What follows belongs to an exercise in optimizing a design on an open flow for small area; a production flow would make more cautious choices. In this exercise RTL edits were held to simulation tests only and were not proved equivalent to the original.

== zinc ==
==> flow/design.v (excerpt) <==
module NfiVe32_CORE (
	input					HCLK,							 
	input					HRESETn,						 
	output 	wire [31:0]		HADDR,				 
	output 	wire [ 2:0]  	HSIZE,				 
	output 	wire [ 1:0]  	HTRANS,				 
	output 	wire [31:0]  	HWDATA,				 
	output 	wire         	HWRITE,				 
	input  	wire [31:0]  	HRDATA,				 
	input  	wire         	HREADY,				 
	output	wire			SLEEP,
  	input  	wire         	NMI,				 
  	input  	wire         	IRQ,				 
    input  	wire [4:0]   	IRQ_NUM,			 
  	input  	wire 	    	SYSTICKCLK,			 
	output	wire			SYSTICKINT,
  	output 	wire [31:0]		IRQ_MASK,
	output	wire			SAFE_TO_HALT
);
==> flow/config.mk <==
export PLATFORM = sky130hd
export DESIGN_NAME = NfiVe32_CORE
export DESIGN_NICKNAME = NfiVe32_CORE
export VERILOG_FILES = /design/flow/design.v
export SDC_FILE = /design/flow/constraint.sdc
export NUM_CORES = 4
export LEC_CHECK = 0
export ABC_AREA = 1
export CAP_MARGIN = 20
export CORE_MARGIN = 2
export CORE_UTILIZATION = 50
export CTS_BUF_LIST = sky130_fd_sc_hd__clkbuf_8
export CTS_CLUSTER_DIAMETER = 50
export CTS_CLUSTER_SIZE = 15
export PLACE_DENSITY_LB_ADDON = 0.2
export SLEW_MARGIN = 10
==> flow/constraint.sdc <==
create_clock -name core_clock -period 15.0 [get_ports {HCLK}]
set_input_delay 3.0000 -clock core_clock [delete_from_list [all_inputs] [get_ports {HCLK}]]
set_output_delay 3.0000 -clock core_clock [all_outputs]
set_load 0.01 [all_outputs]
standard.sh (not shown) runs the stock make flow with config.mk's settings and CLKGATE_MAP_FILE= SYNTH_SCRIPT=/design/flow/synth_recipe.tcl, a recipe that flattens the netlist after the stock synthesis.
==> flow/flow/run.sh <==
#!/bin/bash
set -e
export CTS_ARGS="-sink_clustering_enable -repair_clock_nets -dont_use_dummy_load -sink_clustering_size 15 -sink_clustering_max_diameter 50 -buf_list sky130_fd_sc_hd__clkbuf_8"
bash standard.sh > standard_flow.log 2>&1
## Diff of input files: onyx against zinc
==> flow/run.sh (new file) <==
#!/bin/bash
# synth_recipe.tcl (not shown) runs the flow's synth.tcl, then flattens the netlist and writes it again
# the make line also repeats each setting of config.mk as NAME=value (left out here)
make -C /OpenROAD-flow-scripts/flow DESIGN_CONFIG=/design/flow/config.mk WORK_HOME=/design/flow/orfs CLKGATE_MAP_FILE= SYNTH_SCRIPT=/design/flow/synth_recipe.tcl finish
--- a/flow/config.mk
+++ b/flow/config.mk
@@ -12,4 +12,4 @@
-export CTS_BUF_LIST = sky130_fd_sc_hd__clkbuf_8
-export CTS_CLUSTER_DIAMETER = 50
-export CTS_CLUSTER_SIZE = 15
-export PLACE_DENSITY_LB_ADDON = 0.2
+export CTS_BUF_LIST = sky130_fd_sc_hd__clkbuf_16
+export CTS_CLUSTER_DIAMETER = 60
+export CTS_CLUSTER_SIZE = 25
+export GPL_TIMING_DRIVEN = 0
removed: flow/flow/run.sh
removed: flow/standard.sh
==> notes.md <==
Status: number of max-cap violations parity (onyx, zinc). Nothing crashed in onyx and all stages finished; the problem is that the final layout failed, the offending checks being negative setup slack. Min clock latency of the later-clocked register in the worst-skew pair across zinc and onyx: onyx. Taking zinc as the reference, in onyx hold violation count in the final report did not really move, final worst hold slack now sits higher, routed wire length now sits higher, clock distribution area overhead in the final layout now sits higher. onyx vs zinc — placed wire-length estimate after detailed placement climbed by more than 10%. Met2 routed wirelength (onyx / zinc): 1.09. Summary — average detailed-routed wire length per instance, onyx relative to zinc: higher, by 3.5 um.
diff inputs: onyx => violet
==> flow/flow/run.sh (new file) <==
#!/bin/bash
set -e
export CTS_ARGS="-sink_clustering_enable -repair_clock_nets -dont_use_dummy_load -sink_clustering_size 15 -sink_clustering_max_diameter 50 -buf_list sky130_fd_sc_hd__clkbuf_8"
bash standard.sh > standard_flow.log 2>&1
==> flow/standard.sh (new file) <==
#!/bin/bash
# synth_recipe.tcl (not shown) runs the flow's synth.tcl, then flattens the netlist and writes it again
# the make line also repeats each setting of config.mk as NAME=value (left out here)
make -C /OpenROAD-flow-scripts/flow DESIGN_CONFIG=/design/flow/config.mk WORK_HOME=/design/flow/orfs CLKGATE_MAP_FILE= SYNTH_SCRIPT=/design/flow/synth_recipe.tcl "${@:-finish}"
--- a/flow/config.mk
+++ b/flow/config.mk
@@ -11,5 +11,4 @@
-export CORE_UTILIZATION = 50
-export CTS_BUF_LIST = sky130_fd_sc_hd__clkbuf_16
-export CTS_CLUSTER_DIAMETER = 60
-export CTS_CLUSTER_SIZE = 25
-export GPL_TIMING_DRIVEN = 0
+export CORE_UTILIZATION = 55
+export CTS_BUF_LIST = sky130_fd_sc_hd__clkbuf_8
+export CTS_CLUSTER_DIAMETER = 50
+export CTS_CLUSTER_SIZE = 15
removed: flow/run.sh
Notes after the runs:
violet: PASS, flow complete, no timing, DRC or antenna violations
Taking onyx as the reference, in violet post-layout net count went down, global-route met1 utilization went down, total number of placement rows went down, pin count of the biggest net entering global routing went up.
Setup changes, violet to cedar
--- a/flow/flow/run.sh
+++ b/flow/flow/run.sh
@@ -2 +2,11 @@
-set -e
+# The standard layout with two changes:
+#  - synthesis maps with an area-first ABC script (flow/abc_area.script:
+#    "map -a" in place of "map -B 0.9"); everything else in ORFS is unchanged,
+#    the scripts are used from a copy so that only that one file differs;
+#  - clock tree synthesis adds no dummy loads and uses clkbuf_8 leaf clusters.
+set -euo pipefail
+W=$(pwd)
+rm -rf "$W/orfs_scripts"
+cp -r "$FLOW_HOME/scripts" "$W/orfs_scripts"
+cp "$W/flow/abc_area.script" "$W/orfs_scripts/abc_area.script"
+export SCRIPTS_DIR="$W/orfs_scripts"
@@ -4 +14 @@
-bash standard.sh > standard_flow.log 2>&1
+bash standard.sh > "$W/standard_flow.log" 2>&1
==> flow/flow/abc_area.script (new file) <==
strash
dch
map -a
topo
stime -c
buffer -c
upsize -c
dnsize -c
--- a/flow/config.mk
+++ b/flow/config.mk
@@ -11 +11 @@
-export CORE_UTILIZATION = 55
+export CORE_UTILIZATION = 50
==> notes.md <==
- cedar was carried through to the last stage, and its layout satisfied the timing, design-rule and antenna checks.
- Per the final summary, violet finished and its layout is clean on timing, DRC and antenna.
- Diff violet -> cedar | post-synth design cell area | decrease of 3.1%
- cedar ended with less maximum clock rate than violet.
- | floorplan core area | cedar vs violet | worse |
- cedar vs. violet: final worst setup slack fell 0.085 ns.
Changes in indigo relative to cedar:
==> flow/run.sh (new file) <==
#!/bin/bash
# synth_recipe.tcl (not shown) runs the flow's synth.tcl, then flattens the netlist and writes it again
# the make line also repeats each setting of config.mk as NAME=value (left out here)
make -C /OpenROAD-flow-scripts/flow DESIGN_CONFIG=/design/flow/config.mk WORK_HOME=/design/flow/orfs CLKGATE_MAP_FILE= SYNTH_SCRIPT=/design/flow/synth_recipe.tcl finish
removed: flow/flow/run.sh
removed: flow/flow/abc_area.script
removed: flow/standard.sh
==> notes.md <==
- indigo completed every stage of the flow, and the final layout passed the timing, design-rule and antenna checks.
- Between indigo and cedar, it is indigo whose final weighted congestion of routability-driven global placement is lower, by 2.2%.
- Worst setup slack (indigo over cedar): increase, 0.038 ns
- [compare] base=cedar new=indigo: final worst hold slack held steady, clock net sink count held steady, area after synthesis grew by about 3.2%, site row count grew by about 2%.

==> what the ideal ports hide <==
The flow's constraints put no driver on any port. The routed layouts listed below were extracted and timed again, unchanged, in two steps. Step 1 sets driving cells, clkbuf_16 on the clock port and buf_2 on the other inputs (assumed; they add their load-dependent delay and slew). Step 2 times the ports against the registers' clock, not the clock port: input delays grow and output delays shrink by t, the midpoint of the rising clock arrivals with the driver on. a / b / c = ideal / step 1 / step 2; a / b = the first two.
run | t, ns | setup WS [ns] | worst setup path at the end | pins driven straight from the clock port
zinc | 0.965 | 0.342 / 0.319 / -0.269 | input to register | 1
onyx | 0.849 | -0.069 / -0.093 / -0.635 | input to register | 1
violet | 0.968 | 0.413 / 0.390 / -0.163 | input to register | 1
cedar | 0.970 | 0.328 / 0.267 / -0.472 | input to register | 1
indigo | 1.051 | 0.366 / 0.339 / -0.317 | input to register | 1
With both steps, setup timing fails in zinc, violet, cedar and indigo, where it was met with ideal ports. For cedar, which loses most, drivers alone change the setup slack by -0.061 ns; drivers and shift together by -0.800 ns.
